This design comes from an exercise in tuning for small area and a short achievable clock period on the open sky130 flow, not from production work. Function was checked by simulation only, so behaviour that the tests miss may differ from the original. Power figures rest on the tool's default switching activity, not on a simulated workload.

## Controller
module Controller (CLK, reset, busIn, instrIn, imemAddr, out);
input CLK;
input reset;
input [31:0] busIn;
input [15:0] instrIn;
output [15:0] imemAddr;
output [106:0] out;
reg [15:0] pc;
reg [31:0] acc;
reg mode;
wire [7:0] op  = instrIn[15:8];
wire [7:0] imm = instrIn[7:0];
wire lo_ok  = (op[7:4] == 4'h0);       
wire hi_ok  = (op[7:4] == 4'h1);       
wire [3:0] o = op[3:0];
wire o_br   = hi_ok & (o == 4'h0);
wire o_brz  = hi_ok & (o == 4'h1);
wire o_brnz = hi_ok & (o == 4'h2);
wire o_exit = hi_ok & (o == 4'h3);
wire o_st   = lo_ok & (o == 4'h9);
wire busform = lo_ok & ((o == 4'h1) | (o == 4'h3) | (o == 4'h7) | (o == 4'ha) | (o == 4'hc) | (o == 4'he));
wire m0 = ~mode;
wire [31:0] b = mode ? busIn : {24'b0, imm};
wire sub = mode ? (op[1] & op[0]) : (op[2] & ~op[0]);
wire [31:0] bx = b ^ {32{sub}};
wire [31:0] p0 = acc ^ bx;
wire [31:0] g0 = acc & bx;
wire [31:0] sum;
add32 u_add (.a(acc), .b(bx), .cin(sub), .s(sum));
function [31:0] rev32(input [31:0] x);
  integer k;
  for (k = 0; k < 32; k = k + 1) rev32[k] = x[31-k];
endfunction
wire dir_l = op[0];                  
wire [31:0] sh_in = dir_l ? acc : rev32(acc);
wire [31:0] x4 = sh_in << imm[3:0];
wire n4 = imm[4];
reg f_add, f_shl, f_shr, f_ld, f_g, f_p, f_keep;
always @* begin
  {f_add, f_shl, f_shr, f_ld, f_g, f_p, f_keep} = 7'b0;
  if (mode)
    case (o)
      4'h1, 4'h3: f_add = 1'b1;
      4'h7: f_ld = 1'b1;
      4'ha: f_g = 1'b1;
      4'hc: begin f_g = 1'b1; f_p = 1'b1; end
      4'he: f_p = 1'b1;
      default: f_keep = 1'b1;
    endcase
  else
    case (o)
      4'h2, 4'h4: f_add = 1'b1;
      4'h5: f_shl = 1'b1;
      4'h6: f_shr = 1'b1;
      4'h8: f_ld = 1'b1;
      4'hb: f_g = 1'b1;
      4'hd: begin f_g = 1'b1; f_p = 1'b1; end
      4'hf: f_p = 1'b1;
  ...
export LEC_CHECK = 0
export ABC_AREA = 1
export CAP_MARGIN = 20
export CORE_MARGIN = 2
export CORE_UTILIZATION = 45
export SETUP_SLACK_MARGIN = 2.5
export SLEW_MARGIN = 20
create_clock -name core_clock -period 9.0 [get_ports {CLK}]
standard.sh (not shown) runs the stock make flow with config.mk's settings and CLKGATE_MAP_FILE= SYNTH_SCRIPT=/design/flow/synth_recipe.tcl, a recipe that flattens the netlist after the stock synthesis.
==> flow/flow/run.sh <==
#!/bin/bash
# Own layout flow: the standard ORFS flow (standard.sh) with these changes.
#  - Synthesis: ADDER_MAP_FILE is left empty, so Yosys does not extract full/half adder cells
#    before ABC, and ABC maps the combinational logic with flow/abc.script (an area-oriented
#    mapping) through flow/abc_wrap.tcl, which otherwise runs synth_recipe.tcl unchanged. The
#    registers, their names and cell types are those of the standard synthesis.
#  - Placement: every port still gets a buffer, but sky130_fd_sc_hd__buf_1 instead of the delay
#    cell buffer_ports picks by default; the resizer upsizes these where timing needs it.
# Each step's full log is under orfs/logs/; make's own output goes to standard_finish.log.
set -euo pipefail
here=$(pwd)
export BUFFER_PORTS_ARGS="-buffer_cell sky130_fd_sc_hd__buf_1"
export MY_ABC_SCRIPT="$here/flow/abc.script"
export FLOW_SYNTH_TCL="$here/synth_recipe.tcl"
bash standard.sh ADDER_MAP_FILE= SYNTH_SCRIPT="$here/flow/abc_wrap.tcl" finish > standard_finish.log 2>&1
==> flow/flow/abc.script <==
strash
dch
amap
topo
stime -c
buffer -c
upsize -c
dnsize -c
==> flow/flow/abc_wrap.tcl <==
# The standard flow's synthesis (synth_recipe.tcl, unchanged) with one change: the ABC call that maps the
# combinational logic uses flow/abc.script instead of ORFS's abc_area.script. Every other
# argument of that call, and every other step, is as in the standard synthesis.
proc abc {args} {
  set i [lsearch -exact $args -script]
  if {$i >= 0} { lset args [expr {$i + 1}] $::env(MY_ABC_SCRIPT) }
  yosys abc {*}$args
}
source $::env(FLOW_SYNTH_TCL)
Change:
==> flow/flow/run.sh (replaced) <==
#!/bin/bash
# Own layout flow: the standard ORFS flow with two changes.
#  - Synthesis: ADDER_MAP_FILE is left empty, so Yosys does not extract full/half adder cells
#    before ABC and ABC maps the adders' gates itself (faster, no larger). Everything else in
#    the standard synthesis, and so every register, its name and cell type, is unchanged.
#  - Placement: every port still gets a buffer, but sky130_fd_sc_hd__buf_1 instead of the delay
#    cell buffer_ports picks by default; the resizer upsizes these where timing needs it.
# Each step's full log is under orfs/logs/; make's own output goes to standard_finish.log.
set -euo pipefail
export BUFFER_PORTS_ARGS="-buffer_cell sky130_fd_sc_hd__buf_1"
bash standard.sh ADDER_MAP_FILE= finish > standard_finish.log 2>&1
- SETUP_SLACK_MARGIN: 2.5 -> 2.8
removed: flow/flow/abc.script
removed: flow/flow/abc_wrap.tcl
Count of clock-buffer cells in the layout increases by 2.
Setup slack gets better by 1.9 ns.
Total power decreases by 4.5%.
Cell count goes up by 22%.
Non-clock buffer count falls by 72.
First-iteration DRC count increases by 33%.
Worst hold slack is worse by 0.043 ns.
Routed wire length went up by 17%.
Combinational power falls by 8.1%.
Die area rises by 16%.
Change:
- CTS_BUF_LIST: default -> sky130_fd_sc_hd__clkbuf_8
- SETUP_SLACK_MARGIN: 2.8 -> 2.5
Effect: Utilization came out lower by 4.4 points; critical path depth stays the same; first-iteration DRC count came out lower by 6.8%; worst hold slack is better by 0.0034 ns; design area came out lower by 7.9%; clock skew hardly moves; wire length came out lower by 3.6%; clock power came out lower by about 26%; power came out lower by 12%; global-route usage came out lower by 0.66 points.
Change:
- CORE_UTILIZATION: 45 -> 60
- CTS_BUF_LIST: sky130_fd_sc_hd__clkbuf_8 -> default
Effect: Fmax rose by 0.78%; cell area stays flat; total power rose by 13%; via count rose by 3.6%; worst hold slack hardly moves; non-clock buffer count fell by 2; global-route usage rose by 10 points; worst setup slack gets better by 0.050 ns; die area fell by 24%; wire length fell by 3.5%.

* * *

Controller, a different RTL version from the one above (not shown whole).
Size: about 1,500 cells after synthesis, about 49 flip-flops, ~12,000 µm² of cells after synthesis.
Settings: LEC_CHECK=0, CAP_MARGIN=20, CORE_MARGIN=2, CORE_UTILIZATION=30, SETUP_SLACK_MARGIN=3.5, SLEW_MARGIN=20; clock period 9.0 ns.
run.sh (not shown) runs the stock make flow with config.mk's settings and CLKGATE_MAP_FILE= SYNTH_SCRIPT=/design/flow/synth_recipe.tcl, a recipe that flattens the netlist after the stock synthesis.
Stock flow here: none of the scripts above is used.
The baseline completed without violations.
==> next run, changes <==
- SETUP_SLACK_MARGIN: 3.5 -> unset
Outcome: The changed run finished with timing, DRC and antenna clean; combinational power decreases by 31%; global-route usage decreases by 2.3 points; final area decreases by about 20%; critical path depth increases by 6; core utilization decreases by 9.4 points; synthesized area does not change; wire length decreases by 9.8%; via count decreases by 10%; non-clock buffer count decreases by 184; power decreases by 13%; final cell count decreases by 8.3%.

* * *

== JK ==
Controller, a different RTL version from the one above (not shown whole).
Size in the first run: about 49 flip-flops, about 170 I/O pins, ~8000 um2 of cells after synthesis.
==> flow/config.mk <==
export PLATFORM = sky130hd
export DESIGN_NAME = Controller
export DESIGN_NICKNAME = Controller
export VERILOG_FILES = /design/flow/design.v
export SDC_FILE = /design/flow/constraint.sdc
export NUM_CORES = 4
export LEC_CHECK = 0
export ABC_AREA = 1
export CAP_MARGIN = 20
export CORE_MARGIN = 2
export CORE_UTILIZATION = 45
export SETUP_SLACK_MARGIN = 2.5
export SLEW_MARGIN = 20
==> flow/constraint.sdc <==
create_clock -name core_clock -period 9.0 [get_ports {CLK}]
set_input_delay 1.8000 -clock core_clock [delete_from_list [all_inputs] [get_ports {CLK}]]
set_output_delay 1.8000 -clock core_clock [all_outputs]
set_load 0.01 [all_outputs]
standard.sh (not shown) runs the stock make flow with config.mk's settings and CLKGATE_MAP_FILE= SYNTH_SCRIPT=/design/flow/synth_recipe.tcl, a recipe that flattens the netlist after the stock synthesis.
==> flow/flow/run.sh <==
#!/bin/bash
# Own layout flow: the standard ORFS flow with two changes.
#  - Synthesis: ADDER_MAP_FILE is left empty, so Yosys does not extract full/half adder cells
#    before ABC and ABC maps the adders' gates itself (faster, no larger). Everything else in
#    the standard synthesis, and so every register, its name and cell type, is unchanged.
#  - Placement: every port still gets a buffer, but sky130_fd_sc_hd__buf_1 instead of the delay
#    cell buffer_ports picks by default; the resizer upsizes these where timing needs it.
# Each step's full log is under orfs/logs/; make's own output goes to standard_finish.log.
set -euo pipefail
export BUFFER_PORTS_ARGS="-buffer_cell sky130_fd_sc_hd__buf_1"
bash standard.sh ADDER_MAP_FILE= finish > standard_finish.log 2>&1
JK finished all stages; the layout is clean.
For MS, these inputs were changed with respect to JK:
# JK
export LEC_CHECK = 0
export ABC_AREA = 1
export CAP_MARGIN = 20
export CORE_MARGIN = 2
export CORE_UTILIZATION = 45
export SETUP_SLACK_MARGIN = 2.5
export SLEW_MARGIN = 20
create_clock -name core_clock -period 9.0 [get_ports {CLK}]
# MS
export LEC_CHECK = 0
export ABC_AREA = 1
export CAP_MARGIN = 20
export CORE_MARGIN = 2
export CORE_UTILIZATION = 30
export SLEW_MARGIN = 20
create_clock -name core_clock -period 9.0 [get_ports {CLK}]
[summary]
MS completed end to end with timing, DRC and antenna clean. The standard cells in MS occupy less silicon area than those in JK do. First-pass GRT wire length delta for MS relative to JK: 8.1% higher. Detailed-route wire length per cell for MS: 0.46 um up relative to JK. Delta (MS minus JK): cell count after placement rose by 114, transition time at the pin with the least slew margin rose by 0.40 ns. Relative to JK, area growth from synthesis to final layout has gone down in MS. Of MS and JK, it is MS that has the lower share of power burned in combinational logic. JK tops out at a higher clock frequency than MS.
Here is what was changed in the inputs of AL compared with MS.
# MS
export LEC_CHECK = 0
export ABC_AREA = 1
export CAP_MARGIN = 20
export CORE_MARGIN = 2
export CORE_UTILIZATION = 30
export SLEW_MARGIN = 20
create_clock -name core_clock -period 9.0 [get_ports {CLK}]
# AL
export LEC_CHECK = 0
export ABC_AREA = 1
export CAP_MARGIN = 20
export CORE_MARGIN = 2
export CORE_UTILIZATION = 30
export SETUP_SLACK_MARGIN = 1
export SLEW_MARGIN = 20
create_clock -name core_clock -period 9.0 [get_ports {CLK}]
## What came out
Re global-route wire length before repair: no difference whatsoever between MS and AL.
Reported for AL and MS, post-route cell area turned out identical to the last digit.
AL and MS ended up with roughly the same setup slack of the critical path after layout.
Diff AL..MS | core utilization | unchanged
AL -> MS: flip-flop and latch share of the layout cell area delta 0, exact match
From AL to MS, total global routing track utilization did not move at all.
As far as xor/xnor cell area share of the yosys netlist goes, AL and MS are indistinguishable; the numbers are identical.
AL and MS ended up with nearly the same width of the die.
Diff AL..MS | hold violation count in the final report | unchanged
--- input diff AL..TR ---
# AL
export LEC_CHECK = 0
export ABC_AREA = 1
export CAP_MARGIN = 20
export CORE_MARGIN = 2
export CORE_UTILIZATION = 30
export SETUP_SLACK_MARGIN = 1
export SLEW_MARGIN = 20
create_clock -name core_clock -period 9.0 [get_ports {CLK}]
# TR
export LEC_CHECK = 0
export ABC_AREA = 1
export CAP_MARGIN = 20
export CORE_MARGIN = 2
export CORE_UTILIZATION = 30
export SETUP_SLACK_MARGIN = 3
export SLEW_MARGIN = 20
create_clock -name core_clock -period 9.0 [get_ports {CLK}]
--- outcome ---
Headroom to the max-slew limit delta (TR − AL): favourable. Combinational power share (TR over AL): increase, 8.3 points. TR vs. AL: first-pass GRT wire length went up, design area went up, final period utilization went down. Against AL as the reference, TR delivers a higher standby leakage power. Share of final layout cell area taken by clock buffers and inverters (TR over AL): decrease, 0.44 points. Comparing AL against TR, there is no change at all in number of placement rows. | core utilization | lower: AL |.

[what the ideal ports hide]
Ports are ideal in the flow. The routed layouts listed here were re-timed in OpenROAD. Step 1, drivers: a clkbuf_16 drives CLK and a buf_2 each remaining input, both assumed. Step 2 times the ports against the registers' clock, not the clock port: input delays grow and output delays shrink by t, the midpoint of the rising clock arrivals with the driver on. Slacks: ideal / step 1 / step 2; pairs: ideal / step 1.
run	shift t [ns]	slack for setup (ns)	cell pins on the clock port's net
the first run of note 1	0.354	0.849 / 0.810 / 0.810	1
the second run of note 1	0.357	2.784 / 2.647 / 2.647	1
the third run of note 1	0.379	2.491 / 2.443 / 2.443	1
the fourth run of note 1	0.359	2.541 / 2.482 / 2.482	1
the first run of note 2	0.367	2.357 / 2.312 / 2.312	1
the second run of note 2	0.367	0.892 / 0.857 / 0.857	1
JK	0.359	2.612 / 2.588 / 2.588	1
MS	0.358	1.490 / 1.469 / 1.469	1
AL	0.358	1.490 / 1.469 / 1.469	1
TR	0.360	2.782 / 2.531 / 2.443	1
After both steps setup and hold are still met in every run listed. For TR, which loses most, drivers alone change the setup slack by -0.251 ns; drivers and shift together by -0.339 ns.
